This is an optimization exercise on Yosys and OpenROAD, whose aim is small area and a short achievable clock period, not a production implementation.
Function was checked by simulation only, so behaviour that the tests miss may differ from the original.
No run shown here takes its clock network from TritonCTS; it comes from the design's own scripts or RTL.
The flow treats the clock pin as an ideal source. Dropping or thinning the clock tree relies on that and would not hold on a real chip.
Power figures rest on the tool's default switching activity, not on a simulated workload.

[design.v]
`timescale 1ns / 1ps
module fifo_queue16 (
    input  wire         clk,
    input  wire         rst,
    input  wire         wr_en,
    input  wire [31:0]  din,
    input  wire         pop,
    output reg  [15:0]  rsel,
    output wire [511:0] mem_q,    
    output reg          empty,      
    output reg          full,
    output reg          ne,         
    output wire         empty_n     
);
reg nf;                             
reg [31:0] mem [0:15];
reg [15:0] wsel;
reg [7:0]  jc;      
wire one     = jc[0] & ~jc[1];    
wire fifteen = jc[7] & ~jc[6];    
wire push    = wr_en & nf;
integer i;
always @(posedge clk) begin
    for (i = 0; i < 16; i = i + 1)
        if (wsel[i]) mem[i] <= din;
end
genvar g;
generate
    for (g = 0; g < 16; g = g + 1) begin : q
        assign mem_q[32*g +: 32] = mem[g];
    end
endgenerate
wire ns    = ~rst;
wire w_r   = ns & ~nf & pop;
wire w_s   = ns & nf & wr_en & ~(fifteen & ~pop);
wire w_h   = ns & nf & ~wr_en;
wire r_w   = ns & ~ne & wr_en;
wire r_s   = ns & ne & pop & ~(one & ~push);
wire r_h   = ns & ne & ~pop;
wire inc   = push & ~pop;
wire dec   = pop & ~push;
wire j_u   = ns & inc;
wire j_d   = ns & dec;
wire j_h   = ns & ~inc & ~dec;
assign empty_n = rst | (~ne & ~push) | (one & pop & ~push);
wire   full_n  = ns & ((~nf & ~pop) | (fifteen & push & ~pop));
wire [15:0] wsel_n, rsel_n;
wire [7:0]  jc_n;
wire [15:0] wsel_rot = {wsel[14:0], wsel[15]};
wire [15:0] rsel_rot = {rsel[14:0], rsel[15]};
wire [7:0]  jc_up    = {jc[6:0], ~jc[7]};
wire [7:0]  jc_dn    = {~jc[0], jc[7:1]};
genvar k;
generate
    for (k = 0; k < 16; k = k + 1) begin : ptr
        fifo_sel3 ws (.a(rsel[k]), .sa(w_r), .b(wsel_rot[k]), .sb(w_s), .c(wsel[k]), .sc(w_h), .y(wsel_n[k]));
        fifo_sel3 rs (.a(wsel[k]), .sa(r_w), .b(rsel_rot[k]), .sb(r_s), .c(rsel[k]), .sc(r_h), .y(rsel_n[k]));
    end
    for (k = 0; k < 8; k = k + 1) begin : cnt
        fifo_sel3 js (.a(jc_up[k]), .sa(j_u), .b(jc_dn[k]), .sb(j_d), .c(jc[k]), .sc(j_h), .y(jc_n[k]));
    end
endgenerate
always @(posedge clk) begin
    wsel  <= {wsel_n[15:1], wsel_n[0] | rst};
    rsel  <= rsel_n;
    jc    <= jc_n;
    empty <= empty_n;
    ne    <= ~empty_n;
    full  <= full_n;
    nf    <= ~full_n;
end
endmodule
module fifo_sel3 (
    input  wire a, sa,
    input  wire b, sb,
    input  wire c, sc,
    output wire y
);
wire na, nb, nc;
fifo_nand2 ga (.a(sa), .b(a), .y(na));
fifo_nand2 gb (.a(sb), .b(b), .y(nb));
fifo_nand2 gc (.a(sc), .b(c), .y(nc));
fifo_nand3 gy (.a(na), .b(nb), .c(nc), .y(y));
endmodule
module fifo_nand2 (input wire a, b, output wire y);
assign y = ~(a & b);
endmodule
module fifo_nand3 (input wire a, b, c, output wire y);
assign y = ~(a & b & c);
endmodule
module fifo_aor8 (
    input  wire [7:0] s,
    input  wire [7:0] d,
    output wire       y
);
assign y = |(s & d);
endmodule
module fifo_dout_next (
    input  wire [3:0] p,
    input  wire       hload,
    input  wire       lload,
    input  wire       hold,
    input  wire       q,
    output wire       y
);
assign y = (hload & (p[0] | p[1])) | (lload & (p[2] | p[3])) | (hold & q);
endmodule
module fifo_priority #(
    parameter DATA_WIDTH = 32,
    parameter DEPTH = 16,
    parameter ADDR_WIDTH = 4    
)(
    input wire clk,
    input wire rst,
    input wire hp_wr_en,
    input wire [DATA_WIDTH-1:0] hp_din,
    input wire lp_wr_en,
    input wire [DATA_WIDTH-1:0] lp_din,
    input wire rd_en,
    output reg [DATA_WIDTH-1:0] dout,
    output wire hp_empty,
    output wire lp_empty,
    output wire hp_full,
    output wire lp_full
);
wire [15:0]  hp_rsel, lp_rsel;
wire [511:0] hp_mem, lp_mem;
wire hp_pop = rd_en & hp_ne;
wire hp_empty_n, lp_empty_n;
wire hp_ne, lp_ne;
reg  lp_ok;
always @(posedge clk)
    lp_ok <= hp_empty_n & ~lp_empty_n;
wire lp_pop = rd_en & lp_ok;
fifo_queue16 hpq (
    .clk(clk), .rst(rst), .wr_en(hp_wr_en), .din(hp_din), .pop(hp_pop),
    .rsel(hp_rsel), .mem_q(hp_mem), .empty(hp_empty), .full(hp_full), .ne(hp_ne), .empty_n(hp_empty_n)
);
fifo_queue16 lpq (
    .clk(clk), .rst(rst), .wr_en(lp_wr_en), .din(lp_din), .pop(lp_pop),
    .rsel(lp_rsel), .mem_q(lp_mem), .empty(lp_empty), .full(lp_full), .ne(lp_ne), .empty_n(lp_empty_n)
);
wire fire  = rd_en & (hp_ne | lp_ok);
wire hload = rd_en & hp_ne & ~rst;
wire lload = rd_en & lp_ok & ~rst;
wire hold  = ~fire & ~rst;
wire [31:0] dout_d;
genvar b, e;
generate
    for (b = 0; b < 32; b = b + 1) begin : bit_
        wire [7:0] hd0, hd1, ld0, ld1;
        for (e = 0; e < 8; e = e + 1) begin : ent
            assign hd0[e] = hp_mem[32*e + b];
            assign hd1[e] = hp_mem[32*(e+8) + b];
            assign ld0[e] = lp_mem[32*e + b];
            assign ld1[e] = lp_mem[32*(e+8) + b];
        end
        wire [3:0] p;
        fifo_aor8 h0 (.s(hp_rsel[7:0]),  .d(hd0), .y(p[0]));
        fifo_aor8 h1 (.s(hp_rsel[15:8]), .d(hd1), .y(p[1]));
        fifo_aor8 l0 (.s(lp_rsel[7:0]),    .d(ld0), .y(p[2]));
        fifo_aor8 l1 (.s(lp_rsel[15:8]),  .d(ld1), .y(p[3]));
        fifo_dout_next n (.p(p), .hload(hload), .lload(lload), .hold(hold), .q(dout[b]), .y(dout_d[b]));
    end
endgenerate
always @(posedge clk)
    dout <= dout_d;
endmodule
[flow/run.sh]
#!/bin/bash
# Standard ORFS layout (the standard.sh), except that the clock tree is
# built by flow/cts_tree.tcl (a PRE_CTS_TCL hook) instead of ORFS's CTS.
set -euo pipefail
work=$(pwd)
bash standard.sh PRE_CTS_TCL="$work/flow/cts_tree.tcl" finish > "$work/standard_flow.log" 2>&1
[flow/cts_tree.tcl]
proc build_tree {leafsize nroot} {
  set block [ord::get_db_block]
  set db [ord::get_db]
  set master [$db findMaster sky130_fd_sc_hd__clkbuf_16]
  set clk [$block findNet clk]
  set sinks {}
  foreach it [$clk getITerms] {
    set inst [$it getInst]
    set b [$inst getBBox]
    lappend sinks [list $it [expr {([$b xMin]+[$b xMax])/2}] [expr {([$b yMin]+[$b yMax])/2}]]
  }
  set n [llength $sinks]
  set nleaf [expr {int(ceil(double($n)/$leafsize))}]
  # bands: nb bands by y, each split by x
  set nb [expr {int(round(sqrt($nleaf)))}]
  set sinks [lsort -real -index 2 $sinks]
  set per_band [expr {int(ceil(double($n)/$nb))}]
  set leaves {}
  set li 0
  for {set bi 0} {$bi < $nb} {incr bi} {
    set band [lrange $sinks [expr {$bi*$per_band}] [expr {($bi+1)*$per_band-1}]]
    if {[llength $band] == 0} continue
    set band [lsort -real -index 1 $band]
    set nc [expr {int(ceil(double([llength $band])/$leafsize))}]
    set per [expr {int(ceil(double([llength $band])/$nc))}]
    for {set ci 0} {$ci < $nc} {incr ci} {
      set cl [lrange $band [expr {$ci*$per}] [expr {($ci+1)*$per-1}]]
      if {[llength $cl] == 0} continue
      set sx 0; set sy 0
      foreach s $cl { set sx [expr {$sx+[lindex $s 1]}]; set sy [expr {$sy+[lindex $s 2]}] }
      set cx [expr {int($sx/[llength $cl])}]; set cy [expr {int($sy/[llength $cl])}]
      set inst [odb::dbInst_create $block $master "ckleaf_$li"]
      $inst setLocation $cx $cy
      $inst setPlacementStatus PLACED
      set net [odb::dbNet_create $block "cknet_leaf_$li"]
      $net setSigType CLOCK
      foreach s $cl { set it [lindex $s 0]; $it disconnect; $it connect $net }
      [$inst findITerm X] connect $net
      lappend leaves [list $inst $cx $cy]
      incr li
    }
  }
  # roots: split leaves by x into nroot groups
  set leaves [lsort -real -index 1 $leaves]
  set per [expr {int(ceil(double([llength $leaves])/$nroot))}]
  for {set r 0} {$r < $nroot} {incr r} {
    set gl [lrange $leaves [expr {$r*$per}] [expr {($r+1)*$per-1}]]
    if {[llength $gl] == 0} continue
    set sx 0; set sy 0
    foreach s $gl { set sx [expr {$sx+[lindex $s 1]}]; set sy [expr {$sy+[lindex $s 2]}] }
    set cx [expr {int($sx/[llength $gl])}]; set cy [expr {int($sy/[llength $gl])}]
    set inst [odb::dbInst_create $block $master "ckroot_$r"]
    $inst setLocation $cx $cy
    $inst setPlacementStatus PLACED
    set net [odb::dbNet_create $block "cknet_root_$r"]
    $net setSigType CLOCK
    foreach s $gl { [[lindex $s 0] findITerm A] connect $net }
    [$inst findITerm X] connect $net
    [$inst findITerm A] connect $clk
  }
  puts "tree: $n sinks, [llength $leaves] leaves, $nroot roots"
}

set leaf_size 28
set nroot 4
if {[info exists ::env(TREE_LEAF_SIZE)]} { set leaf_size $::env(TREE_LEAF_SIZE) }
if {[info exists ::env(TREE_NROOT)]} { set nroot $::env(TREE_NROOT) }
build_tree $leaf_size $nroot
set_propagated_clock [all_clocks]

rename clock_tree_synthesis orfs_clock_tree_synthesis
proc clock_tree_synthesis {args} {
  puts "clock_tree_synthesis skipped: clock tree built by the PRE_CTS_TCL hook"
}
[standard.sh]
#!/bin/bash
# synth_recipe.tcl (not shown) runs the flow's synth.tcl, then flattens the netlist and writes it again
# the make line also repeats each setting of config.mk as NAME=value (left out here)
make -C /OpenROAD-flow-scripts/flow DESIGN_CONFIG=/design/flow/config.mk WORK_HOME=/design/flow/orfs CLKGATE_MAP_FILE= SYNTH_SCRIPT=/design/flow/synth_recipe.tcl "${@:-finish}"
[config.mk]
export PLATFORM = sky130hd
export DESIGN_NAME = fifo_priority
export DESIGN_NICKNAME = fifo_priority
export VERILOG_FILES = /design/flow/design.v
export SDC_FILE = /design/flow/constraint.sdc
export NUM_CORES = 4
export LEC_CHECK = 0
export CAP_MARGIN = 20
export CORE_MARGIN = 2
export CORE_UTILIZATION = 70
export SETUP_SLACK_MARGIN = 0.95
export SLEW_MARGIN = 20
export SYNTH_HIERARCHICAL = 1
export SYNTH_MINIMUM_KEEP_SIZE = 0
[constraint.sdc]
create_clock -name core_clock -period 2.5 [get_ports {clk}]
set_input_delay 0.5000 -clock core_clock [delete_from_list [all_inputs] [get_ports {clk}]]
set_output_delay 0.5000 -clock core_clock [all_outputs]
set_load 0.01 [all_outputs]
==> impl_metrics.yaml, run 1 <==
outcome:
  outcome: "timing/DRC/antenna clean"
route:
  detail_route.first_pass.iterations: 7
  detail_route.wirelength.met1_um: 38100
  via_count: 24500
  initialDrtViolationCount: 3606
  met3_length_um: 13600
  drt-wirelength-per-cell_um: 32.8
  post_drt_via_cell_ratio: 7.23
  routed.top_layer: "met5"
  detailroute.wirelength.met2_um: 54500
  drt_drc_violations_left: 0
  routed_wl_um: 111000
  detail-route-antenna-nets: 0
synthesis:
  synth.largest_area_cell: "edfxtp_1"
  post_synth_main_area_contributors: "edfxtp_1 76%, a22oi_1 9.6%, dfxtp_1 6.0%"
  synthesis.instances: 2298
  yosys_reg_bits: 1145
  seq_area_frac_synth_pct: 82.5
  syn-mean-instance-area_um2: 17.5
  synth-warning-count: 9
  synthDominantCellAreaShare_pct: 76.5
  post_synth_num_cell_types: 29
  syn-num-nets: 2367
  synth.cell_area_mm2: 0.0402
grt:
  largest_net_degree_at_the_start_of_global_routing: 36
  grt_ovf: 0
  grt_first_pass_wirelength_um: 156000
  antenna_violations_before_repair: 7
  grt_usage_pct: 36.1
  vias_in_the_first_global_route: 23700
sta:
  finalCritPeriodShare_pct: 63.6
  tightest_slew_ns: 0.795
  max-slew-margin-rel_pct: 47.0
  timing.final.setup_violations: 0
  timing.setup.tns_ns: 0
  final.min_clock_period_ns: 1.59
  fmaxAchievable_ghz: 0.629
  final-hold-violation-count: 0
  timing.final.max_slew_violations: 0
  whs_ns: 0.385
  fin_worst_skew_ns: 0.0537
  rsz0062_at_grt: "yes"
placed_design:
  placement.io_buffers: 104
  placed_cell_area_mm2: 0.0434
  dp.final_hpwl_um: 60900
  gp_congestion: 0.822
hold_path:
  hold_path_start: "rst"
  holdCritPathClass: "in2reg"
  worst_hold_path.endpoint: "hpq.ne$_DFF_P_"
  holdPathStages: 2
worst_setup_path:
  worstPathRequired_ns: 2.83
  criticalPathCategory: "reg2reg"
  worstSetupStartpointType: "flop"
  rr_startpoint: "lpq.rsel[0]$_DFF_P_"
  crit_arrival_ns: 1.92
  worst-r2r-setup-slack_ns: 0.91
  critPathCaptureType: "flop"
  critPathMaxFanout: 10
  worst-r2r-cell-count: 5
  crit-reg2reg-capture: "dout[24]$_DFF_P_"
power:
  irDropWorstVdd_v: 0.000908
  p_sw_mw: 5.95
  p_leak_nw: 14.6
  p_int_mw: 24.6
  total_power_mw: 30.6
  power.share.combinational_pct: 3.1
  seq_power_share_pct: 69.2
  power.density_cell_area_mw_per_mm2: 664
  switching_portion_of_total_power_pct: 19.5
  share_clk_of_total_power_pct: 27.8
floorplanning:
  floorplan.initialDensity_pct: 71.0
  chipWidth_um: 244
  floorplan.rows: 87
  boundary_pins: 105
  core_area_mm2: 0.0566
  die-area_mm2: 0.0594
  chipHeight_um: 244
clock_tree:
  clkLatencyLatePin_ns: 0.44
  worst_setup_hold_path_clk_slew_ns: 0.11
  ctsHoldBuffers: 0
finish:
  layout.area.seq_mm2: 0.0334
  most-common-layout-cells: "1,024 x edfxtp_1, 499 x a22oi_1, 272 x nand2_1, 128 x nand4_1, 123 x buf_4"
  num-nets-final: 2706
  design_area_mm2: 0.0460
  filler_cell_count: 2875
  area_growth_syn_to_layout_pct: 14.5
  utilization_pct: 81.3
  multi_input_gate_area_mm2: 0.00733
  drive_above_1_share_pct: 16.9
  layout_commonest_cell: "edfxtp_1"
flow_run:
  max_cap_violations: 0
-- how the worst max path moves through the flow --
stage | from | to | slack, ns
2_1_floorplan | rd_en | hpq.rsel[11]$_DFF_P_ | 0.94
3_3_place_gp | rd_en | dout[3]$_DFF_P_ | 0.34
3_5_place_dp | hp_wr_en | hpq.jc[7]$_DFF_P_ | 0.26
4_1_cts | dout[3]$_DFF_P_ | dout[3] | 0.86
5_1_grt | lpq.rsel[5]$_DFF_P_ | dout[24]$_DFF_P_ | 0.87
6_report | lpq.rsel[0]$_DFF_P_ | dout[24]$_DFF_P_ | 0.91
-- per-module statistics from Yosys (local to each module, per instance), a selection --
module | flip-flops and latches | copies in the design
fifo_queue16 | 556 | 2
fifo_priority | 33 | 1
fifo_aor8 | 0 | 128
fifo_dout_next | 0 | 32
fifo_nand3 | 0 | 80
fifo_nand2 | 0 | 240
-- synthesized netlist by cell type --
cell and instances:
or2_1 2, a211oi_1 4, edfxtp_1 1024, nand2_1 272, a311oi_1 2, a21oi_1 4
nand2_4 2, nor2b_1 3, a21o_1 2, inv_1 6, nand3_1 114, o21ai_1 64
nand4_1 128, a21oi_2 2, buf_4 2, buf_6 4, buf_2 2, a211o_1 2
nor2b_4 2, nor3_1 6, o21a_1 1, nand2b_1 2, and2_4 2, nor3b_1 6
dfxtp_1 121, nand3b_4 2, a311o_1 2, nor2_1 3, a22oi_1 512
-- flip-flops by register name (all words and copies together), names as in the netlist --
| register | flops |
|---|---|
| hpq.mem | 512 |
| lpq.mem | 512 |
| dout | 32 |
| hpq.rsel | 16 |
| hpq.wsel | 16 |
| lpq.rsel | 16 |
| lpq.wsel | 16 |
| hpq.jc | 8 |
| lpq.jc | 8 |
| hpq.empty | 1 |
| hpq.full | 1 |
| hpq.ne | 1 |
| hpq.nf | 1 |
| lp_ok | 1 |
| lpq.empty | 1 |
| lpq.full | 1 |
| lpq.ne | 1 |
| lpq.nf | 1 |
-- metal layers --
| layer | vias to the layer above | track usage (%) |
|---|---|---|
| li1 | 10100 | - |
| met2 | 1914 | 59.9 |
| met3 | 317 | 5.02 |
| met1 | 12100 | 50.0 |
| met4 | 14 | 13.2 |
| met5 | - | 0 |
-- critical path: stages, from the launching register on --
cell and delay, ns:
dfxtp_4 0.42, buf_6 0.19, a22oi_1 0.21, nand4_1 0.32, o21ai_2 0.26, nand3_1 0.08
-- kinds of logic (layout without fill, tap and decap cells) --
family	after synthesis	after routing	synth area share [%]
buffers and inverters	14	350	0.230
other	0	1	0
AND/OR/NAND/NOR	544	545	6.54
flip-flops	1145	1145	82.5
AO/OA/AOI/OAI	595	595	10.7
-- power groups by stage --
stage / Sequential, mW / Clock, mW / Combinational [mW]
floorplan: 21.6 / 0 / 0.226
global placement: 21.6 / 0 / 0.796
detailed placement: 21.6 / 0 / 0.825
CTS: 21.1 / 8.43 / 0.891
global route: 21.1 / 9.03 / 0.991
finish: 21.1 / 8.48 / 0.943
-- stage by stage --
step / instances / worst slack (ns)
3_3_place_gp: 3254 / 0.336
5_1_grt: 3391 / 0.867
3_5_place_dp: 3254 / 0.257
4_1_cts: 3335 / 0.859
2_1_floorplan: 2298 / 0.937
6_report: 3392 / 0.910
-- timing repair --
action                                 in CTS  in global routing
setup endpoints to repair                 149                 70
gates cloned                                4                  1
endpoints found under the hold margin       0                  0
gates resized for setup                   204                 55
buffers inserted                           31                 55
pin swaps                                  17                 42
-- final cells by class --
cell class,instances,share of cell area (%)
multi-input combinational,1140,15.9
tap,756,2.06
buffer,46,2.50
antenna,1,0.00544
sequential,1145,72.6
inverter,6,0.0489
timing repair buffer,298,6.91
==> run 2, diff against run 1 <==
==> flow/run.sh (replaced) <==
#!/bin/bash
# Standard ORFS layout (the standard.sh), except that:
#  - the clock tree is built by flow/cts_tree.tcl (a PRE_CTS_TCL hook)
#    instead of ORFS's CTS;
#  - the port buffers are buf_2 cells (ORFS's default pick is a delay cell).
set -euo pipefail
work=$(pwd)
bash standard.sh PRE_CTS_TCL="$work/flow/cts_tree.tcl" \
    "BUFFER_PORTS_ARGS=-inputs -outputs -buffer_cell sky130_fd_sc_hd__buf_2" \
    finish > "$work/standard_flow.log" 2>&1
--- a/config.mk
+++ b/config.mk
@@ -9,3 +9,3 @@
 export CORE_MARGIN = 2
-export CORE_UTILIZATION = 70
+export CORE_UTILIZATION = 78
 export SETUP_SLACK_MARGIN = 0.95
==> impl_metrics.yaml, run 2 <==
worst_setup_path:
  worst-r2r-setup-slack_ns: 0.85
  worstPathRequired_ns: 2.86
  crit_arrival_ns: 2.01
  crit_family: "flip-flops"
  critPathMaxFanout: 19
  max_stage_delay_ns: 0.48
  rr_startpoint: "lpq.rsel[3]$_DFF_P_"
  criticalPathCategory: "reg2reg"
  worstSetupStartpointType: "flop"
  crit_chain: "buf_16 > a22oi_1 > nand4_1 > o21ai_1 > nand3_1"
  setup_crit_start: "lpq.rsel[3]$_DFF_P_"
  critPathCaptureType: "flop"
  sum_of_buffers_and_inverters_on_the_critical_path: 1
  critPathSlowestCell: "dfxtp_4"
synthesis:
  synthesis.instances: 2298
  synthMostInstantiatedCell: "edfxtp_1"
  synthDominantCellAreaShare_pct: 76.5
  yosys_reg_bits: 1145
  post_synth_num_cell_types: 29
  number_of_enable_type_register_cells_in_the_synthesized_netlist: 1024
  synth.cell_area_mm2: 0.0402
  synthFlopType: "edfxtp_1"
  seq_area_frac_synth_pct: 82.5
  syn-mean-instance-area_um2: 17.5
  syn-num-nets: 2367
  ys_top_cells_by_count: "1,024 x edfxtp_1, 512 x a22oi_1, 272 x nand2_1"
  synth-warning-count: 9
  synth_async_sr_flop_share_pct: 0
  synth.largest_area_cell: "edfxtp_1"
  post_synth_main_area_contributors: "edfxtp_1 76%, a22oi_1 9.6%, dfxtp_1 6.0%"
placed_design:
  dp.final_hpwl_um: 61900
  placed_cell_area_mm2: 0.0426
  place.detailed.instances: 3160
  gp_congestion: 0.845
  placement.io_buffers: 104
power:
  irDropWorstVdd_v: 0.000627
  power.density_cell_area_mw_per_mm2: 673
  p_leak_nw: 14.5
sta:
  final-hold-violation-count: 0
  whs_ns: 0.406
  tightest_slew_ns: 0.783
  fin_worst_skew_ns: 0.0644
  timing.final.setup_violations: 0
  timing.setup.tns_ns: 0
  final.min_clock_period_ns: 1.65
  fmaxAchievable_ghz: 0.605
  rsz0062_at_grt: "yes"
  max-slew-margin-rel_pct: 47.7
  timing.final.max_slew_violations: 0
  finalCritPeriodShare_pct: 66.1
finish:
  reg.largest.list: "hpq.mem x512, lpq.mem x512, dout x32"
  filler_cell_count: 1886
  layout.cells.non_filler: 3305
  most-common-layout-cells: "1,024 x edfxtp_1, 483 x a22oi_1, 272 x nand2_1, 128 x nand4_1, 113 x nand3_1"
  layout_commonest_cell: "edfxtp_1"
  area_growth_syn_to_layout_pct: 12.9
  num-nets-final: 2691
  design_area_mm2: 0.0454
  multi_input_gate_area_mm2: 0.00749
  utilization_pct: 88.9
  layout.area.seq_mm2: 0.0333
  drive_above_1_share_pct: 18.9
route:
  detail_route.first_pass.iterations: 8
  detail-route-antenna-nets: 0
  initialDrtViolationCount: 5034
  drt-wirelength-per-cell_um: 36.1
  drt_drc_violations_left: 0
  post_drt_via_cell_ratio: 7.90
  via_count: 26100
  routed_wl_um: 119000
grt:
  gr-usage-met2_pct: 68.2
  met1_usage_pct: 53.9
  largest_net_degree_at_the_start_of_global_routing: 36
  grt_first_pass_wirelength_um: 158000
  global_routing_s_busiest_layer: "met2"
  antenna_violations_before_repair: 9
  vias_in_the_first_global_route: 24400
  gr-usage-met3_pct: 7.22
  grt_ovf: 0
  grt_usage_pct: 41.3
hold_path:
  holdCritPathClass: "in2reg"
  hold_path_start: "hp_din[25]"
clock_tree:
  ctsHoldBuffers: 0
  clkLatencyLatePin_ns: 0.47
  worst_setup_hold_path_clk_slew_ns: 0.11
outcome:
  outcome: "timing/DRC/antenna clean"
floorplanning:
  floorplan.rows: 83
  chipHeight_um: 231
  boundary_pins: 105
  die-area_mm2: 0.0534
  chipWidth_um: 231
  core_area_mm2: 0.0511
  floorplan.initialDensity_pct: 78.7
flow_run:
  max_cap_violations: 0
-- run 2: cell counts after synthesis --
Identical to the previous run, type by type.
-- run 2: cells by family after synthesis --
| group | after synthesis | synth area share [%] |
|---|---|---|
| DFF | 1145 | 82.5 |
| buffers and inverters | 14 | 0.230 |
| AOI/OAI and AO/OA | 595 | 10.7 |
| and+or+nand+nor | 544 | 6.54 |
-- run 2: power breakdown --
part	total (mW)	internal (mW)	switching, mW
clock	8.52	3.32	5.20
sequential	21.1	21.0	0.158
combinational	0.906	0.240	0.666
-- run 2: Yosys stat by module, one instance, submodules excluded, excerpt --
module,cells,flops+latches,times used
fifo_dout_next,4,0,32
fifo_priority,40,33,1
fifo_queue16,585,556,2
fifo_aor8,5,0,128
fifo_nand3,1,0,80
fifo_nand2,1,0,240
-- run 2: worst paths after layout --
path,endpoint,cells after the start
setup reg to reg,dout[1]$_DFF_P_,5
hold reg to reg,hpq.jc[1]$_DFF_P_,2
setup / recovery,dout[1]$_DFF_P_,5
hold / removal,hpq.mem[5][25]$_DFFE_PP_,1
-- run 2: layout make-up --
type | count | share of cell area (%)
Multi-Input combinational cell | 1141 | 16.5
Buffer | 46 | 2.54
Tap cell | 680 | 1.87
Sequential cell | 1145 | 73.4
Antenna cell | 5 | 0.0276
Inverter | 6 | 0.0496
Timing Repair Buffer | 282 | 5.57
-- run 2: metrics by stage --
| step | power [mW] | setup slack (ns) |
|---|---|---|
| global placement | 22.3 | 0.560 |
| floorplan | 21.8 | 0.937 |
| detailed placement | 22.3 | 0.403 |
| CTS | 30.3 | 0.853 |
| global route | 31.0 | 0.847 |
| finish | 30.6 | 0.847 |
-- run 2: timing repair --
item / in CTS / in global routing
setup endpoints to repair: 91 / 90
resized for setup: 70 / 64
gates cloned: 3 / 1
setup buffers: 16 / 74
pin swaps: 13 / 55
-- run 2: per-layer routing --
layer / share of wire [%] / vias to the layer above
met5: 0.048 / -
met4: 7.6 / 10
met3: 14 / 644
met2: 48 / 2751
met1: 30 / 12600
li1: - / 10100
==> run 3, diff against run 2 <==
==> flow/run.sh (replaced) <==
#!/bin/bash
# Standard ORFS layout (the standard.sh), except that:
#  - the clock tree is built by flow/cts_tree.tcl (a PRE_CTS_TCL hook)
#    instead of ORFS's CTS;
#  - the port buffers are buf_1 cells (ORFS's default pick is a delay cell).
set -euo pipefail
work=$(pwd)
bash standard.sh PRE_CTS_TCL="$work/flow/cts_tree.tcl" \
    "BUFFER_PORTS_ARGS=-inputs -outputs -buffer_cell sky130_fd_sc_hd__buf_1" \
    finish > "$work/standard_flow.log" 2>&1
--- a/config.mk
+++ b/config.mk
@@ -9,3 +9,3 @@
 export CORE_MARGIN = 2
-export CORE_UTILIZATION = 78
+export CORE_UTILIZATION = 74
 export SETUP_SLACK_MARGIN = 0.95
==> impl_metrics.yaml, run 3 <==
placed_design:
  placement.io_buffers: 104
  placed_cell_area_mm2: 0.0425
  dp_slack_ns: 0.447
  dp.final_hpwl_um: 61000
  gp_congestion: 0.846
  place.detailed.instances: 3182
finish:
  layout_commonest_cell: "edfxtp_1"
  most-common-layout-cells: "1,024 x edfxtp_1, 459 x a22oi_1, 272 x nand2_1, 128 x nand4_1, 114 x nand3_1"
  layout.cells.non_filler: 3328
  reg.largest.list: "hpq.mem x512, lpq.mem x512, dout x32"
  area_growth_syn_to_layout_pct: 13.0
  drive_above_1_share_pct: 15.9
  num-nets-final: 2698
  design_area_mm2: 0.0454
  filler_cell_count: 2470
  utilization_pct: 84.4
outcome:
  outcome: "timing/DRC/antenna clean"
synthesis:
  seq_area_frac_synth_pct: 82.5
  synthMostInstantiatedCell: "edfxtp_1"
  synth-warning-count: 9
  post_synth_main_area_contributors: "edfxtp_1 76%, a22oi_1 9.6%, dfxtp_1 6.0%"
  synthFlopType: "edfxtp_1"
  number_of_enable_type_register_cells_in_the_synthesized_netlist: 1024
  yosys_reg_bits: 1145
  synth.cell_area_mm2: 0.0402
  post_synth_num_cell_types: 29
  syn-mean-instance-area_um2: 17.5
  synth_async_sr_flop_share_pct: 0
  synthDominantCellAreaShare_pct: 76.5
  synth.largest_area_cell: "edfxtp_1"
  ys_top_cells_by_count: "1,024 x edfxtp_1, 512 x a22oi_1, 272 x nand2_1"
  synthesis.instances: 2298
  syn-num-nets: 2367
grt:
  vias_in_the_first_global_route: 23500
  grt_ovf: 0
  grt_usage_pct: 37.8
  largest_net_degree_at_the_start_of_global_routing: 36
  grt_first_pass_wirelength_um: 154000
  antenna_violations_before_repair: 10
sta:
  tightest_slew_ns: 0.796
  max-slew-margin-rel_pct: 47.0
  finalCritPeriodShare_pct: 66.3
  fmaxAchievable_ghz: 0.603
  fin_worst_skew_ns: 0.0579
  final-hold-violation-count: 0
  finalWorstSetupSlack_ns: 0.843
  final.min_clock_period_ns: 1.66
  timing.final.setup_violations: 0
  timing.final.max_slew_violations: 0
  rsz0062_at_grt: "yes"
  timing.setup.tns_ns: 0
  whs_ns: 0.481
worst_setup_path:
  crit-reg2reg-capture: "dout[27]$_DFF_P_"
  worst-r2r-setup-slack_ns: 0.84
  criticalPathCategory: "reg2reg"
  worstPathRequired_ns: 2.81
  rr_startpoint: "hpq.rsel[10]$_DFF_P_"
  critPathCapture: "dout[27]$_DFF_P_"
  critPathCaptureType: "flop"
  setup_crit_start: "hpq.rsel[10]$_DFF_P_"
  crit_arrival_ns: 1.97
  critPathMaxFanout: 11
  worst-r2r-cell-count: 5
  worstSetupStartpointType: "flop"
clock_tree:
  clkLatencyLatePin_ns: 0.45
  worst_setup_hold_path_clk_slew_ns: 0.11
floorplanning:
  boundary_pins: 105
  floorplan.rows: 85
  chipHeight_um: 237
  die-area_mm2: 0.0562
  chipWidth_um: 237
  floorplan.initialDensity_pct: 74.7
  core_area_mm2: 0.0538
route:
  detail-route-antenna-nets: 0
  via_count: 25000
  post_drt_via_cell_ratio: 7.51
  drt-wirelength-per-cell_um: 33.8
  routed_wl_um: 112000
  detail_route.first_pass.iterations: 6
  initialDrtViolationCount: 4260
  drt_drc_violations_left: 0
hold_path:
  holdCritPathClass: "reg2reg"
  hold_path_start: "hpq.jc[3]$_DFF_P_"
power:
  power.density_cell_area_mw_per_mm2: 671
  total_power_mw: 30.5
  irDropWorstVdd_v: 0.000646
  p_leak_nw: 14.2
flow_run:
  max_cap_violations: 0
## run 3: area by class of cell
cell class              count  area (um^2)  share of cell area [%]
flip-flops and latches   1145        33300                    73.4
multi-input cells        1143         7510                    16.5
repair buffers            287         2500                    5.51
plain buffers              46         1150                    2.53
well taps                 696          871                    1.92
inverters                   6         22.5                  0.0496
diodes                      5         12.5                  0.0275
## run 3: worst min-delay path by stage
stage / depth (start not counted) / to
after floorplan: 2 / hpq.jc[1]$_DFF_P_
final: 2 / hpq.jc[2]$_DFF_P_
after global routing: 0 / lpq.mem[1][23]$_DFFE_PP_
after global placement: 2 / lpq.wsel[4]$_DFF_P_
after CTS: 2 / lpq.wsel[4]$_DFF_P_
after detailed placement: 0 / lpq.mem[1][23]$_DFFE_PP_
## run 3: where the power goes
part	switching (mW)	internal, mW	leakage (nW)	total, mW
logic	0.669	0.225	3.37	0.894
clock network	5.16	3.31	0.567	8.47
registers	0.130	21.0	10.3	21.1
total	5.96	24.5	14.2	30.5
## run 3: Yosys stat by module, one instance, submodules excluded, a selection
module,flops+latches,copies in the design,cells,area (um^2)
fifo_nand2,0,240,1,3.75
fifo_dout_next,0,32,4,18.8
fifo_nand3,0,80,1,5.00
fifo_aor8,0,128,5,36.3
fifo_priority,33,1,40,723
fifo_queue16,556,2,585,16500
## run 3: timing repair
item | in CTS | in global routing
endpoints found under the setup margin | 108 | 95
buffers inserted | 39 | 49
hold endpoints to repair | 0 | 0
resized for setup | 65 | 102
pin swaps | 26 | 82
hold buffers | 0 | 0
cloned | 2 | 5
## run 3: logic make-up after synthesis
family | after synthesis | share of synthesized area [%]
AOI/OAI and AO/OA | 595 | 10.7
and+or+nand+nor | 544 | 6.54
DFF | 1145 | 82.5
buffers and inverters | 14 | 0.230
## run 3: worst max-delay path, cell delays in order, from the launching register on
cell     delay (ns)
dfxtp_4        0.41
buf_4          0.22
a22oi_2        0.22
nand4_1        0.29
o21ai_2        0.24
nand3_1        0.13
## run 3: metal layers
metal | track usage (%) | wire length [um]
met1 | 52.3 | 37400
met2 | 61.3 | 53900
met3 | 6.26 | 15000
met4 | 16.1 | 6030
met5 | 0 | 34
==> run 4, diff against run 3 <==
--- a/config.mk
+++ b/config.mk
@@ -14 +14,2 @@
 export SYNTH_MINIMUM_KEEP_SIZE = 0
+export TNS_END_PERCENT = 20
==> impl_metrics.yaml, run 4 <==
outcome:
  outcome: "timing/DRC/antenna clean"
finish:
  drive_above_1_share_pct: 12.4
  most-common-layout-cells: "1,024 x edfxtp_1, 508 x a22oi_1, 272 x nand2_1, 128 x nand4_1, 114 x nand3_1"
  num-nets-final: 2657
  layout_commonest_cell: "edfxtp_1"
  area_growth_syn_to_layout_pct: 11.0
  design_area_mm2: 0.0446
  reg.largest.list: "hpq.mem x512, lpq.mem x512, dout x32"
worst_setup_path:
  critPathMaxFanout: 12
  path_depth: 6
  worst-r2r-cell-count: 6
  critPathSlowestCell: "dfxtp_4"
  crit_family: "flip-flops"
  criticalPathCategory: "reg2reg"
  worstPathRequired_ns: 2.84
  worstSetupStartpointType: "flop"
  max_stage_delay_ns: 0.41
  critPathCaptureType: "flop"
  crit_chain: "buf_4 > buf_6 > a22oi_2 > nand4_1 > o21ai_1 > nand3_1"
  crit_arrival_ns: 1.96
  sum_of_buffers_and_inverters_on_the_critical_path: 2
placed_design:
  placement.io_buffers: 104
  dp_slack_ns: 0.472
  gp_congestion: 0.847
  dp.final_hpwl_um: 60800
  placed_cell_area_mm2: 0.0426
route:
  detail_route.first_pass.iterations: 9
  drt-wirelength-per-cell_um: 32.6
  detail-route-antenna-nets: 0
  initialDrtViolationCount: 3851
  drt_drc_violations_left: 0
  via_count: 24200
  routed_wl_um: 107000
  post_drt_via_cell_ratio: 7.37
sta:
  rsz0062_at_grt: "yes"
  max-slew-margin-rel_pct: 44.0
  tightest_slew_ns: 0.840
  finalWorstSetupSlack_ns: 0.877
  final.min_clock_period_ns: 1.62
  timing.final.max_slew_violations: 0
  fmaxAchievable_ghz: 0.616
  fin_worst_skew_ns: 0.0602
  final-hold-violation-count: 0
  finalCritPeriodShare_pct: 64.9
  timing.final.setup_violations: 0
  timing.setup.tns_ns: 0
synthesis:
  number_of_enable_type_register_cells_in_the_synthesized_netlist: 1024
  post_synth_num_cell_types: 29
  synthFlopType: "edfxtp_1"
  post_synth_main_area_contributors: "edfxtp_1 76%, a22oi_1 9.6%, dfxtp_1 6.0%"
  syn-num-nets: 2367
  synthMostInstantiatedCell: "edfxtp_1"
  syn-mean-instance-area_um2: 17.5
  synth_async_sr_flop_share_pct: 0
  synth.cell_area_mm2: 0.0402
  yosys_reg_bits: 1145
  synthDominantCellAreaShare_pct: 76.5
  synth.largest_area_cell: "edfxtp_1"
  synth-warning-count: 9
  synthesis.instances: 2298
  seq_area_frac_synth_pct: 82.5
  ys_top_cells_by_count: "1,024 x edfxtp_1, 512 x a22oi_1, 272 x nand2_1"
floorplanning:
  floorplan.initialDensity_pct: 74.7
  boundary_pins: 105
  die-area_mm2: 0.0562
  floorplan.rows: 85
  chipWidth_um: 237
  chipHeight_um: 237
  core_area_mm2: 0.0538
power:
  power.density_cell_area_mw_per_mm2: 682
  total_power_mw: 30.4
  p_leak_nw: 13.9
  irDropWorstVdd_v: 0.000743
grt:
  vias_in_the_first_global_route: 23300
  largest_net_degree_at_the_start_of_global_routing: 36
  antenna_violations_before_repair: 8
  grt_usage_pct: 36.8
  grt_ovf: 0
  grt_first_pass_wirelength_um: 150000
hold_path:
  holdPathStages: 2
  holdCritPathClass: "reg2reg"
clock_tree:
  worst_setup_hold_path_clk_slew_ns: 0.11
  clkLatencyLatePin_ns: 0.45
flow_run:
  max_cap_violations: 0
-- run 4: area by class of cell --
cell class                 instances  area (um^2)
sequential                      1145        33300
timing repair buffer             249         2010
tap                              696          871
multi-input combinational       1140         7210
fill                            2605         9200
antenna                            6         15.0
buffer                            46         1150
inverter                           6         22.5
-- run 4: worst register-to-register path, stage by stage (launching register included) --
cell	delay, ns
dfxtp_4	0.41
buf_4	0.21
buf_6	0.19
a22oi_2	0.17
nand4_1	0.23
o21ai_1	0.23
nand3_1	0.09
-- run 4: through the flow --
stage / hold WS, ns / cells / util (%)
6_report: 0.483 / 3288 / 82.9
3_3_place_gp: 0.440 / 3186 / 79.1
2_1_floorplan: 0.448 / 2298 / -
4_1_cts: 0.480 / 3254 / 82.0
3_5_place_dp: 0.453 / 3186 / 79.1
5_1_grt: 0.497 / 3287 / 82.9
-- run 4: power by group --
group	leakage, nW	total, mW	switching [mW]	internal (mW)
Clock	0.567	8.45	5.14	3.31
Combinational	3.06	0.805	0.605	0.200
Sequential	10.3	21.1	0.155	21.0
Total	13.9	30.4	5.90	24.5
-- run 4: worst paths after layout --
| check | startpoint | to | slack [ns] |
|---|---|---|---|
| max | lpq.rsel[4]$_DFF_P_ | dout[19]$_DFF_P_ | 0.88 |
| min | lpq.wsel[2]$_DFF_P_ | lpq.wsel[3]$_DFF_P_ | 0.48 |
| max reg2reg | lpq.rsel[4]$_DFF_P_ | dout[19]$_DFF_P_ | 0.88 |
| min reg2reg | lpq.wsel[2]$_DFF_P_ | lpq.wsel[3]$_DFF_P_ | 0.48 |
-- run 4: cell families after synthesis --
| logic type | after synthesis | share of synthesized area (%) |
|---|---|---|
| flops | 1145 | 82.5 |
| buf+inv | 14 | 0.230 |
| simple gates | 544 | 6.54 |
| compound gates | 595 | 10.7 |
-- run 4: timing repair --
| action | 4_1_cts | 5_1_grt |
|---|---|---|
| cloned | 1 | 1 |
| buffers inserted | 21 | 27 |
| resized for setup | 50 | 33 |
| hold endpoints to repair | 0 | 0 |
| hold buffers | 0 | 0 |
| endpoints found under the setup margin | 100 | 101 |
| pin swaps | 8 | 15 |
-- run 4: per-module statistics from Yosys (local to each module, per instance), a selection --
| module | area, um^2 | copies in the design | cells inside | flops+latches |
|---|---|---|---|---|
| fifo_dout_next | 18.8 | 32 | 4 | 0 |
| fifo_priority | 723 | 1 | 40 | 33 |
| fifo_queue16 | 16500 | 2 | 585 | 556 |
| fifo_aor8 | 36.3 | 128 | 5 | 0 |
| fifo_nand2 | 3.75 | 240 | 1 | 0 |
| fifo_nand3 | 5.00 | 80 | 1 | 0 |
-- run 4: metal layers --
metal	part of all wire, %	global-route usage (%)	vias to the layer above
met3	12	5.49	353
met2	49	61.8	1832
met5	0.025	0	-
li1	-	-	10000
met1	34	49.7	12000
met4	5.0	14.8	4
==> run 5, diff against run 4 <==
==> flow/run.sh (replaced) <==
#!/bin/bash
# Standard ORFS layout (the standard.sh), except that:
#  - the clock tree is built by flow/cts_tree.tcl (a PRE_CTS_TCL hook)
#    instead of ORFS's CTS;
#  - the port buffers are buf_2 cells (ORFS's default pick is a delay cell).
set -euo pipefail
work=$(pwd)
bash standard.sh PRE_CTS_TCL="$work/flow/cts_tree.tcl" \
    "BUFFER_PORTS_ARGS=-inputs -outputs -buffer_cell sky130_fd_sc_hd__buf_2" \
    finish > "$work/standard_flow.log" 2>&1
--- a/flow/cts_tree.tcl
+++ b/flow/cts_tree.tcl
@@ -1,5 +1,7 @@
-proc build_tree {leafsize nroot} {
+
+proc build_tree {leafsize nroot {leafcell sky130_fd_sc_hd__clkbuf_16} {rootcell sky130_fd_sc_hd__clkbuf_16}} {
   set block [ord::get_db_block]
   set db [ord::get_db]
-  set master [$db findMaster sky130_fd_sc_hd__clkbuf_16]
+  set master [$db findMaster $rootcell]
+  set lmaster [$db findMaster $leafcell]
   set clk [$block findNet clk]
@@ -31,3 +33,3 @@
       set cx [expr {int($sx/[llength $cl])}]; set cy [expr {int($sy/[llength $cl])}]
-      set inst [odb::dbInst_create $block $master "ckleaf_$li"]
+      set inst [odb::dbInst_create $block $lmaster "ckleaf_$li"]
       $inst setLocation $cx $cy
@@ -37,3 +39,3 @@
       foreach s $cl { set it [lindex $s 0]; $it disconnect; $it connect $net }
-      [$inst findITerm X] connect $net
+      [$inst findITerm $::OUTPIN] connect $net
       lappend leaves [list $inst $cx $cy]
@@ -42,7 +44,18 @@
   }
-  # roots: split leaves by x into nroot groups
+  # roots: leaves split by x into two halves, each half by y into nroot/2
+  # groups (quadrants for 4 roots); one root buffer per group
   set leaves [lsort -real -index 1 $leaves]
-  set per [expr {int(ceil(double([llength $leaves])/$nroot))}]
-  for {set r 0} {$r < $nroot} {incr r} {
-    set gl [lrange $leaves [expr {$r*$per}] [expr {($r+1)*$per-1}]]
+  set nl [llength $leaves]
+  set half [expr {int(ceil($nl/2.0))}]
+  set groups {}
+  foreach hl [list [lrange $leaves 0 [expr {$half-1}]] [lrange $leaves $half end]] {
+    set hl [lsort -real -index 2 $hl]
+    set ng [expr {$nroot/2}]
+    set per [expr {int(ceil(double([llength $hl])/$ng))}]
+    for {set g 0} {$g < $ng} {incr g} {
+      lappend groups [lrange $hl [expr {$g*$per}] [expr {($g+1)*$per-1}]]
+    }
+  }
+  set r 0
+  foreach gl $groups {
     if {[llength $gl] == 0} continue
@@ -56,5 +69,6 @@
     $net setSigType CLOCK
-    foreach s $gl { [[lindex $s 0] findITerm A] connect $net }
-    [$inst findITerm X] connect $net
-    [$inst findITerm A] connect $clk
+    foreach s $gl { [[lindex $s 0] findITerm $::INPIN] connect $net }
+    [$inst findITerm $::OUTPIN] connect $net
+    [$inst findITerm $::INPIN] connect $clk
+    incr r
   }
@@ -63,9 +77,13 @@
 
-set leaf_size 28
+set ::OUTPIN Y
+set ::INPIN A
+set leaf_size 24
 set nroot 4
-if {[info exists ::env(TREE_LEAF_SIZE)]} { set leaf_size $::env(TREE_LEAF_SIZE) }
-if {[info exists ::env(TREE_NROOT)]} { set nroot $::env(TREE_NROOT) }
-build_tree $leaf_size $nroot
+build_tree $leaf_size $nroot sky130_fd_sc_hd__clkinv_8 sky130_fd_sc_hd__clkinv_16
 set_propagated_clock [all_clocks]
 
+rename repair_clock_inverters orfs_repair_clock_inverters
+proc repair_clock_inverters {args} {
+  puts "repair_clock_inverters skipped: clock tree built by the PRE_CTS_TCL hook"
+}
 rename clock_tree_synthesis orfs_clock_tree_synthesis
==> impl_metrics.yaml, run 5 <==
sta:
  timing.setup.tns_ns: 0
  final-hold-violation-count: 0
  final.min_clock_period_ns: 1.64
  tightest_slew_ns: 0.781
  max-slew-margin-rel_pct: 48.0
  finalWorstSetupSlack_ns: 0.855
  fin_worst_skew_ns: 0.0382
  rsz0062_at_grt: "yes"
  timing.final.max_slew_violations: 0
  finalCritPeriodShare_pct: 65.8
  whs_ns: 0.474
  timing.final.setup_violations: 0
  fmaxAchievable_ghz: 0.608
synthesis:
  synthDominantCellAreaShare_pct: 76.5
  synthFlopType: "edfxtp_1"
  synth_async_sr_flop_share_pct: 0
  syn-mean-instance-area_um2: 17.5
  synthMostInstantiatedCell: "edfxtp_1"
  synth-warning-count: 9
  yosys_reg_bits: 1145
  post_synth_main_area_contributors: "edfxtp_1 76%, a22oi_1 9.6%, dfxtp_1 6.0%"
  syn-num-nets: 2367
  synth.largest_area_cell: "edfxtp_1"
  post_synth_num_cell_types: 29
  seq_area_frac_synth_pct: 82.5
  number_of_enable_type_register_cells_in_the_synthesized_netlist: 1024
  synthesis.instances: 2298
  synth.cell_area_mm2: 0.0402
  ys_top_cells_by_count: "1,024 x edfxtp_1, 512 x a22oi_1, 272 x nand2_1"
worst_setup_path:
  rr_startpoint: "hpq.rsel[13]$_DFF_P_"
  worstPathRequired_ns: 2.70
  worst-r2r-cell-count: 5
  critPathMaxFanout: 15
  worst-r2r-setup-slack_ns: 0.86
  crit-reg2reg-capture: "dout[1]$_DFF_P_"
  worstSetupStartpointType: "flop"
  crit_arrival_ns: 1.85
  critPathCaptureType: "flop"
  criticalPathCategory: "reg2reg"
finish:
  num-nets-final: 2633
  area_growth_syn_to_layout_pct: 9.85
  layout.cells.non_filler: 3260
  utilization_pct: 82.1
  drive_above_1_share_pct: 15.2
  layout_commonest_cell: "edfxtp_1"
  design_area_mm2: 0.0442
  reg.largest.list: "hpq.mem x512, lpq.mem x512, dout x32"
  most-common-layout-cells: "1,024 x edfxtp_1, 511 x a22oi_1, 272 x nand2_1, 128 x nand4_1, 114 x nand3_1"
outcome:
  outcome: "timing/DRC/antenna clean"
power:
  power.share.combinational_pct: 2.8
  irDropWorstVdd_v: 0.000753
  power.density_cell_area_mw_per_mm2: 653
  p_leak_nw: 13.9
  switching_portion_of_total_power_pct: 23.4
  total_power_mw: 28.9
  seq_power_share_pct: 73.2
  p_sw_mw: 6.76
  share_clk_of_total_power_pct: 24.0
  p_int_mw: 22.1
placed_design:
  dp.final_hpwl_um: 57800
  gp_congestion: 0.849
  placed_cell_area_mm2: 0.0424
  place.detailed.instances: 3164
  dp_slack_ns: 0.00518
  placement.io_buffers: 104
route:
  routed_wl_um: 103000
  via_count: 24100
  drt-wirelength-per-cell_um: 31.7
  post_drt_via_cell_ratio: 7.39
  drt_drc_violations_left: 0
  initialDrtViolationCount: 3760
  detail_route.first_pass.iterations: 8
  detail-route-antenna-nets: 0
grt:
  largest_net_degree_at_the_start_of_global_routing: 36
  grt_ovf: 0
  antenna_violations_before_repair: 4
  grt_first_pass_wirelength_um: 149000
  grt_usage_pct: 36.5
  vias_in_the_first_global_route: 23400
floorplanning:
  floorplan.rows: 85
  die-area_mm2: 0.0562
  core_area_mm2: 0.0538
  chipWidth_um: 237
  chipHeight_um: 237
  boundary_pins: 105
  floorplan.initialDensity_pct: 74.7
hold_path:
  worst_hold_path.endpoint: "dout[30]$_DFF_P_"
  holdCritPathClass: "reg2reg"
  hold_path_start: "dout[30]$_DFF_P_"
  holdPathStages: 2
clock_tree:
  ctsHoldBuffers: 0
  worst_setup_hold_path_clk_slew_ns: 0.10
  clkLatencyLatePin_ns: 0.34
flow_run:
  max_cap_violations: 0
run 5: cells by family (layout without fill, tap and decap cells):
logic type,Yosys count,count (layout),share of synthesized area (%)
buffers and inverters,14,275,0.230
DFF,1145,1145,82.5
and+or+nand+nor,544,547,6.54
other,0,2,0
AOI/OAI and AO/OA,595,595,10.7
run 5: layout make-up:
cell class	instances	area [um^2]
tap	696	871
multi-input combinational	1142	7210
antenna	2	5.00
fill	2700	9650
sequential	1145	33300
inverter	59	940
timing repair buffer	216	1810
run 5: how the worst max path moves through the flow:
stage / startpoint / endpoint / slack, ns / depth (start not counted)
after detailed placement: rd_en / dout[4]$_DFF_P_ / 0.005 / 5
after global routing: hpq.rsel[9]$_DFF_P_ / dout[1]$_DFF_P_ / 0.83 / 5
final: hpq.rsel[13]$_DFF_P_ / dout[1]$_DFF_P_ / 0.86 / 5
after CTS: hpq.ne$_DFF_P_ / hpq.rsel[4]$_DFF_P_ / 0.72 / 5
after global placement: rd_en / dout[4]$_DFF_P_ / -0.03 / 5
after floorplan: rd_en / lpq.wsel[0]$_DFF_P_ / 0.77 / 7
run 5: timing repair:
item / CTS / global route
pin swaps: 10 / 7
setup endpoints to repair: 112 / 109
resized for setup: 50 / 20
gates cloned: 3 / 0
setup buffers: 23 / 15
run 5: power groups by stage:
stage                     Clock (mW)  Sequential (mW)  Combinational [mW]
after floorplan                    0             21.6               0.218
after global placement             0             21.6               0.676
after detailed placement           0             21.6               0.709
after CTS                       6.91             21.1               0.766
after global routing            7.51             21.1               0.850
final                           6.92             21.1               0.806
run 5: critical path, cell delays in order, from the launching register on:
cell     delay (ns)
dfxtp_4        0.47
buf_16         0.22
a22oi_1        0.21
nand4_1        0.26
o21ai_2        0.26
nand3_1        0.09
run 5: layer usage:
| metal | up-vias | wire length, um | GRT usage (%) |
|---|---|---|---|
| met3 | 294 | 12300 | 6.07 |
| met1 | 12000 | 35300 | 48.6 |
| met4 | 4 | 4220 | 14.1 |
| met2 | 1837 | 51600 | 61.6 |
| met5 | - | 21 | 0 |
| li1 | 10000 | - | - |
run 5: per-module statistics from Yosys (local to each module, per instance), a selection:
| module | copies in the design | flip-flops and latches |
|---|---|---|
| fifo_aor8 | 128 | 0 |
| fifo_nand2 | 240 | 0 |
| fifo_priority | 1 | 33 |
| fifo_queue16 | 2 | 556 |
| fifo_nand3 | 80 | 0 |
| fifo_dout_next | 32 | 0 |
==> run 6, diff against run 5 <==
--- a/design.v
+++ b/design.v
@@ -7,3 +7,4 @@
     input  wire         pop,
-    output reg  [15:0]  rsel,
+    output wire [15:0]  rsel,
+    output wire [15:0]  rsel_b,     
     output wire [511:0] mem_q,    
@@ -52,2 +53,4 @@
 wire [7:0]  jc_dn    = {~jc[0], jc[7:1]};
+fifo_reg16 ra (.clk(clk), .d(rsel_n), .q(rsel));
+fifo_reg16 rb (.clk(clk), .d(rsel_n), .q(rsel_b));
 genvar k;
@@ -64,3 +67,2 @@
     wsel  <= {wsel_n[15:1], wsel_n[0] | rst};
-    rsel  <= rsel_n;
     jc    <= jc_n;
@@ -71,2 +73,10 @@
 end
+endmodule
+module fifo_reg16 (
+    input  wire        clk,
+    input  wire [15:0] d,
+    output reg  [15:0] q
+);
+always @(posedge clk)
+    q <= d;
 endmodule
@@ -125,3 +135,3 @@
 );
-wire [15:0]  hp_rsel, lp_rsel;
+wire [15:0]  hp_rsel, lp_rsel, hp_rsel_b, lp_rsel_b;
 wire [511:0] hp_mem, lp_mem;
@@ -136,3 +146,3 @@
     .clk(clk), .rst(rst), .wr_en(hp_wr_en), .din(hp_din), .pop(hp_pop),
-    .rsel(hp_rsel), .mem_q(hp_mem), .empty(hp_empty), .full(hp_full), .ne(hp_ne), .empty_n(hp_empty_n)
+    .rsel(hp_rsel), .rsel_b(hp_rsel_b), .mem_q(hp_mem), .empty(hp_empty), .full(hp_full), .ne(hp_ne), .empty_n(hp_empty_n)
 );
@@ -140,3 +150,3 @@
     .clk(clk), .rst(rst), .wr_en(lp_wr_en), .din(lp_din), .pop(lp_pop),
-    .rsel(lp_rsel), .mem_q(lp_mem), .empty(lp_empty), .full(lp_full), .ne(lp_ne), .empty_n(lp_empty_n)
+    .rsel(lp_rsel), .rsel_b(lp_rsel_b), .mem_q(lp_mem), .empty(lp_empty), .full(lp_full), .ne(lp_ne), .empty_n(lp_empty_n)
 );
@@ -158,6 +168,8 @@
         wire [3:0] p;
-        fifo_aor8 h0 (.s(hp_rsel[7:0]),  .d(hd0), .y(p[0]));
-        fifo_aor8 h1 (.s(hp_rsel[15:8]), .d(hd1), .y(p[1]));
-        fifo_aor8 l0 (.s(lp_rsel[7:0]),    .d(ld0), .y(p[2]));
-        fifo_aor8 l1 (.s(lp_rsel[15:8]),  .d(ld1), .y(p[3]));
+        wire [15:0] hs = (b < 16) ? hp_rsel : hp_rsel_b;
+        wire [15:0] ls = (b < 16) ? lp_rsel : lp_rsel_b;
+        fifo_aor8 h0 (.s(hs[7:0]),  .d(hd0), .y(p[0]));
+        fifo_aor8 h1 (.s(hs[15:8]), .d(hd1), .y(p[1]));
+        fifo_aor8 l0 (.s(ls[7:0]),  .d(ld0), .y(p[2]));
+        fifo_aor8 l1 (.s(ls[15:8]), .d(ld1), .y(p[3]));
         fifo_dout_next n (.p(p), .hload(hload), .lload(lload), .hold(hold), .q(dout[b]), .y(dout_d[b]));
==> impl_metrics.yaml, run 6 <==
placed_design:
  placed_cell_area_mm2: 0.0430
  dp_slack_ns: 0.365
  dp.final_hpwl_um: 58500
  gp_congestion: 0.837
  placement.io_buffers: 104
  place.detailed.instances: 3192
floorplanning:
  floorplan.rows: 86
  chipWidth_um: 239
  die-area_mm2: 0.0571
  boundary_pins: 105
  floorplan.initialDensity_pct: 74.4
  core_area_mm2: 0.0549
  chipHeight_um: 239
finish:
  multi_input_gate_area_mm2: 0.00712
  layout_commonest_cell: "edfxtp_1"
  num-nets-final: 2629
  layout.cells.non_filler: 3270
  drive_above_1_share_pct: 14.3
  utilization_pct: 80.8
  reg.largest.list: "hpq.mem x512, lpq.mem x512, dout x32"
  area_growth_syn_to_layout_pct: 8.54
  most-common-layout-cells: "1,024 x edfxtp_1, 512 x a22oi_1, 272 x nand2_1, 128 x nand4_1, 114 x nand3_1"
  design_area_mm2: 0.0443
  filler_cell_count: 2865
  layout.area.seq_mm2: 0.0339
sta:
  max-slew-margin-rel_pct: 39.1
  timing.setup.tns_ns: 0
  timing.final.setup_violations: 0
  finalWorstSetupSlack_ns: 0.870
  rsz0062_at_grt: "yes"
  final.min_clock_period_ns: 1.63
  fin_worst_skew_ns: 0.0600
  final-hold-violation-count: 0
  fmaxAchievable_ghz: 0.613
  whs_ns: 0.474
  tightest_slew_ns: 0.913
  finalCritPeriodShare_pct: 65.2
  timing.final.max_slew_violations: 0
outcome:
  outcome: "timing/DRC/antenna clean"
worst_setup_path:
  worst-r2r-cell-count: 5
  crit_arrival_ns: 1.86
  critPathSlowestCell: "o21ai_1"
  crit_chain: "buf_4 > a22oi_1 > nand4_1 > o21ai_1 > nand3_1"
  crit-reg2reg-capture: "dout[0]$_DFF_P_"
  critPathMaxFanout: 16
  rr_startpoint: "lpq.ra.q[0]$_DFF_P_"
  worst-r2r-setup-slack_ns: 0.87
  max_stage_delay_ns: 0.39
  criticalPathCategory: "reg2reg"
  worstSetupStartpointType: "flop"
  worstPathRequired_ns: 2.73
  crit_family: "compound AO/OA/AOI/OAI gates"
  sum_of_buffers_and_inverters_on_the_critical_path: 1
  critPathCaptureType: "flop"
synthesis:
  synthDominantCellAreaShare_pct: 75.3
  post_synth_main_area_contributors: "edfxtp_1 75%, a22oi_1 9.4%, dfxtp_1 7.5%"
  seq_area_frac_synth_pct: 82.8
  yosys_reg_bits: 1177
  synthFlopType: "edfxtp_1"
  ys_top_cells_by_count: "1,024 x edfxtp_1, 512 x a22oi_1, 272 x nand2_1"
  synth_async_sr_flop_share_pct: 0
  syn-mean-instance-area_um2: 17.5
  synth-warning-count: 10
  number_of_enable_type_register_cells_in_the_synthesized_netlist: 1024
  synth.largest_area_cell: "edfxtp_1"
  synth.cell_area_mm2: 0.0408
  post_synth_num_cell_types: 29
  syn-num-nets: 2399
  synthMostInstantiatedCell: "edfxtp_1"
  synthesis.instances: 2330
hold_path:
  holdPathStages: 2
  holdCritPathClass: "reg2reg"
  hold_path_start: "lpq.wsel[4]$_DFF_P_"
  worst_hold_path.endpoint: "lpq.wsel[5]$_DFF_P_"
flow_run:
  max_cap_violations: 0
clock_tree:
  clkLatencyLatePin_ns: 0.36
  worst_setup_hold_path_clk_slew_ns: 0.10
route:
  via_count: 23500
  drt-wirelength-per-cell_um: 30.1
  drt_drc_violations_left: 0
  initialDrtViolationCount: 3484
  detail_route.first_pass.iterations: 6
  detail-route-antenna-nets: 0
  routed_wl_um: 98600
  post_drt_via_cell_ratio: 7.19
grt:
  grt_ovf: 0
  vias_in_the_first_global_route: 23300
  grt_first_pass_wirelength_um: 143000
  grt_usage_pct: 34.4
  antenna_violations_before_repair: 9
  largest_net_degree_at_the_start_of_global_routing: 36
power:
  total_power_mw: 29.7
  p_leak_nw: 13.9
  irDropWorstVdd_v: 0.000845
  power.density_cell_area_mw_per_mm2: 671
[run 6: worst max-delay path by stage]
stage                              startpoint                   to  slack, ns  cells after the start
final                     lpq.ra.q[0]$_DFF_P_      dout[0]$_DFF_P_       0.87                      5
after global routing      lpq.ra.q[0]$_DFF_P_      dout[7]$_DFF_P_       0.86                      5
after CTS                                 rst     dout[28]$_DFF_P_       0.90                      5
after detailed placement                rd_en  lpq.wsel[0]$_DFF_P_       0.36                      7
after global placement                    rst  hpq.wsel[0]$_DFF_P_       0.42                      6
after floorplan                         rd_en  lpq.wsel[0]$_DFF_P_       0.78                      7
[run 6: area by class of cell]
class                   instances  share of cell area, %
diodes                          8                 0.0452
well taps                     704                   1.99
repair buffers                176                   3.04
inverters                      65                   2.34
multi-input cells            1140                   16.1
flip-flops and latches       1177                   76.5
[run 6: worst reg2reg max path, cell delays in order, from the launching register on]
cell,delay [ns]
dfxtp_1,0.37
buf_4,0.26
a22oi_1,0.24
nand4_1,0.14
o21ai_1,0.39
nand3_1,0.11
[run 6: layer usage]
layer | track usage, % | part of all wire (%) | vias to the layer above | wire length, um
li1 | - | - | 10000 | -
met1 | 46.2 | 36 | 11800 | 35100
met2 | 57.7 | 50 | 1455 | 49600
met3 | 5.43 | 10 | 255 | 10100
met4 | 13.2 | 3.8 | 4 | 3760
met5 | 0 | 0.028 | - | 28
[run 6: power breakdown]
group / total [mW] / internal [mW] / switching (mW)
sequential: 21.7 / 21.5 / 0.166
combinational: 0.735 / 0.197 / 0.538
clock: 7.30 / 0.964 / 6.34
[run 6: cell families (layout without fill, tap and decap cells)]
kind of cell / Yosys count / count (layout) / synth area share, %
DFF: 1177 / 1177 / 82.8
buffers and inverters: 14 / 241 / 0.227
and+or+nand+nor: 544 / 545 / 6.44
other: 0 / 8 / 0
AOI/OAI and AO/OA: 595 / 595 / 10.6
[run 6: per-module statistics from Yosys, one instance, submodules excluded, excerpt]
module          flip-flops and latches  copies in the design
fifo_priority                       33                     1
fifo_nand2                           0                   240
fifo_reg16                          16                     4
fifo_nand3                           0                    80
fifo_dout_next                       0                    32
fifo_aor8                            0                   128
fifo_queue16                       540                     2
[run 6: timing repair]
| item | 4_1_cts | 5_1_grt |
|---|---|---|
| hold buffers | 0 | 0 |
| cloned | 0 | 2 |
| pin swaps | 3 | 5 |
| setup endpoints to repair | 106 | 129 |
| gates resized for setup | 63 | 29 |
| buffers inserted | 4 | 5 |
==> run 7, diff against run 6 <==
--- a/config.mk
+++ b/config.mk
@@ -10,3 +10,3 @@
 export CORE_UTILIZATION = 74
-export SETUP_SLACK_MARGIN = 0.95
+export SETUP_SLACK_MARGIN = 1.05
 export SLEW_MARGIN = 20
==> impl_metrics.yaml, run 7 <==
synthesis:
  synth-compound-area-share_pct: 10.6
  largest_family_of_logic_cells_by_synthesized_area: "compound AO/OA/AOI/OAI gates"
  synth.mux.area_fraction_pct: 0
  synthFlopType: "edfxtp_1"
  post_synth_main_area_contributors: "edfxtp_1 75%, a22oi_1 9.4%, dfxtp_1 7.5%"
  synthMostInstantiatedCell: "edfxtp_1"
  synth-xor-area-share_pct: 0
  syn-mean-instance-area_um2: 17.5
  synth_simple_gate_area_share_pct: 6.44
  synthDominantCellAreaShare_pct: 75.3
  synth_async_sr_flop_share_pct: 0
  post_synth_num_cell_types: 29
  yosys_reg_bits: 1177
  synthAdderAreaFrac_pct: 0
  synth-warning-count: 10
  synth.largest_area_cell: "edfxtp_1"
  seq_area_frac_synth_pct: 82.8
  synth.cell_area_mm2: 0.0408
  ys_top_cells_by_count: "1,024 x edfxtp_1, 512 x a22oi_1, 272 x nand2_1"
  synthesis.instances: 2330
  syn-num-nets: 2399
  number_of_enable_type_register_cells_in_the_synthesized_netlist: 1024
placed_design:
  placed_cell_area_mm2: 0.0432
  dp_slack_ns: 0.449
  placement.io_buffers: 104
  dp.final_hpwl_um: 58800
  gp_congestion: 0.869
  place.detailed.instances: 3195
route:
  detail-route-antenna-nets: 0
  drt-wirelength-per-cell_um: 31.0
  initialDrtViolationCount: 3630
  drt_drc_violations_left: 0
  detail_route.first_pass.iterations: 6
  routed_wl_um: 101000
  via_count: 23700
  post_drt_via_cell_ratio: 7.24
finish:
  most-common-layout-cells: "1,024 x edfxtp_1, 508 x a22oi_1, 272 x nand2_1, 128 x nand4_1, 111 x nand3_1"
  layout.cells.non_filler: 3277
  area_growth_syn_to_layout_pct: 9.77
  layout_commonest_cell: "edfxtp_1"
  reg.largest.list: "hpq.mem x512, lpq.mem x512, dout x32"
  design_area_mm2: 0.0448
  num-nets-final: 2641
  drive_above_1_share_pct: 15.9
power:
  share_clk_of_total_power_pct: 24.5
  power.density_cell_area_mw_per_mm2: 664
  switching_portion_of_total_power_pct: 23.8
  irDropWorstVdd_v: 0.000892
  total_power_mw: 29.8
  p_leak_nw: 14.1
  power.share.combinational_pct: 2.7
  p_int_mw: 22.7
  seq_power_share_pct: 72.8
  p_sw_mw: 7.08
grt:
  grt_first_pass_wirelength_um: 146000
  antenna_violations_before_repair: 6
  grt_usage_pct: 35.3
  vias_in_the_first_global_route: 23300
  grt_ovf: 0
  largest_net_degree_at_the_start_of_global_routing: 35
sta:
  final-hold-violation-count: 0
  final.min_clock_period_ns: 1.55
  rsz0062_at_grt: "yes"
  finalCritPeriodShare_pct: 62.2
  timing.final.max_slew_violations: 0
  fmaxAchievable_ghz: 0.644
  fin_worst_skew_ns: 0.0461
  timing.final.setup_violations: 0
  finalWorstSetupSlack_ns: 0.946
  timing.setup.tns_ns: 0
  max-slew-margin-rel_pct: 46.6
  tightest_slew_ns: 0.801
clock_tree:
  ctsHoldBuffers: 0
  clkLatencyLatePin_ns: 0.35
  worst_setup_hold_path_clk_slew_ns: 0.11
worst_setup_path:
  critPathCaptureType: "flop"
  critPathMaxFanout: 5
  crit_chain: "and2_4 > nor3b_4 > nor3_4 > buf_4 > nand2_1 > nand3_1 > or2_1"
  max_stage_delay_ns: 0.37
  worstPathRequired_ns: 2.72
  critPathSlowestCell: "dfxtp_4"
  criticalPathCategory: "reg2reg"
  crit_arrival_ns: 1.78
  worstSetupStartpointType: "flop"
floorplanning:
  chipWidth_um: 239
  floorplan.rows: 86
  die-area_mm2: 0.0571
  boundary_pins: 105
  floorplan.initialDensity_pct: 74.4
  chipHeight_um: 239
  core_area_mm2: 0.0549
flow_run:
  max_cap_violations: 0
outcome:
  outcome: "timing/DRC/antenna clean"
hold_path:
  holdCritPathClass: "reg2reg"
## run 7: cell types whose count changed in the layout (fill, tap and decap cells not counted), sizes merged
cell and change:
and2 +1, buf +10, clkbuf +1, diode -5
## run 7: per-module statistics from Yosys, one instance, submodules excluded, a selection
module          cell area (um^2)  flops+latches  cells inside
fifo_aor8                   36.3              0             5
fifo_dout_next              18.8              0             4
fifo_nand2                  3.75              0             1
fifo_nand3                  5.00              0             1
fifo_priority                723             33            40
fifo_queue16               16100            540           569
fifo_reg16                   320             16            16
## run 7: critical path, delay by kind of cell, from the launching register on
| family | cells | cell delay, ns |
|---|---|---|
| buffers and inverters | 1 | 0.16 |
| AND/OR/NAND/NOR | 6 | 0.89 |
| flip-flops | 1 | 0.37 |
## run 7: repair_timing
item | CTS | global route
pin swaps | 6 | 12
resized for setup | 95 | 60
buffers inserted | 8 | 8
setup endpoints to repair | 147 | 161
cloned | 1 | 3
## run 7: logic make-up after synthesis
group / count (synthesis)
AO/OA/AOI/OAI: 595
flip-flops: 1177
AND/OR/NAND/NOR: 544
buffers and inverters: 14
## run 7: final timing paths
path / startpoint / to / slack (ns) / cells after the start
min reg2reg: dout[28]$_DFF_P_ / dout[28]$_DFF_P_ / 0.47 / 2
min: dout[28]$_DFF_P_ / dout[28]$_DFF_P_ / 0.47 / 2
max reg2reg: lp_ok$_DFF_P_ / lpq.wsel[0]$_DFF_P_ / 0.95 / 7
max: lp_ok$_DFF_P_ / lpq.wsel[0]$_DFF_P_ / 0.95 / 7
## run 7: power by group through the flow
stage | logic, mW | clock network [mW] | registers, mW
6_report | 0.808 | 7.30 | 21.7
3_5_place_dp | 0.703 | 0 | 22.1
2_1_floorplan | 0.228 | 0 | 22.1
4_1_cts | 0.749 | 7.33 | 21.7
5_1_grt | 0.857 | 7.94 | 21.7
3_3_place_gp | 0.665 | 0 | 22.1
## run 7: cell type report
cell class                      instances  area, um^2
Fill cell                            2754       10000
Timing Repair Buffer                  187        1580
Inverter                               65        1040
Multi-Input combinational cell       1141        7330
Tap cell                              704         881
Sequential cell                      1177       34000
Antenna cell                            3        7.51
## run 7: per-layer routing
metal / wire length, um / part of all wire, % / global-route usage [%]
met4: 3980 / 3.9 / 12.7
met3: 11000 / 11 / 5.92
met5: 33 / 0.033 / 0
met1: 35100 / 35 / 46.9
met2: 51300 / 51 / 60.1
## run 7: per-stage QoR
step           hold slack (ns)  util [%]
2_1_floorplan            0.448         -
3_3_place_gp             0.450      78.6
3_5_place_dp             0.457      78.6
4_1_cts                  0.476      81.1
5_1_grt                  0.497      81.7
6_report                 0.473      81.7

separate check: timing with driven ports:
How much do the figures lean on ideal ports? The routed layouts below were timed once more, with nothing changed but the port constraints.
Step 1, drivers: a clkbuf_16 drives clk and a buf_2 each remaining input, both assumed.
Step 2 also shifts input and output timing later by t, the mid clock arrival at the registers, as if the neighbouring blocks saw the same clock.
a / b / c = ideal / step 1 / step 2; a / b = the first two.
run | shift t [ns] | setup slack, ns
run 1 | 0.537 | 0.910 / 0.824 / 0.552
run 2 | 0.543 | 0.847 / 0.833 / 0.455
run 3 | 0.537 | 0.843 / 0.842 / 0.493
run 4 | 0.538 | 0.877 / 0.785 / 0.543
run 5 | 0.589 | 0.855 / 0.769 / 0.585
run 6 | 0.598 | 0.870 / 0.687 / 0.560
run 7 | 0.591 | 0.946 / 0.779 / 0.641
After both steps setup and hold are still met in every run listed.
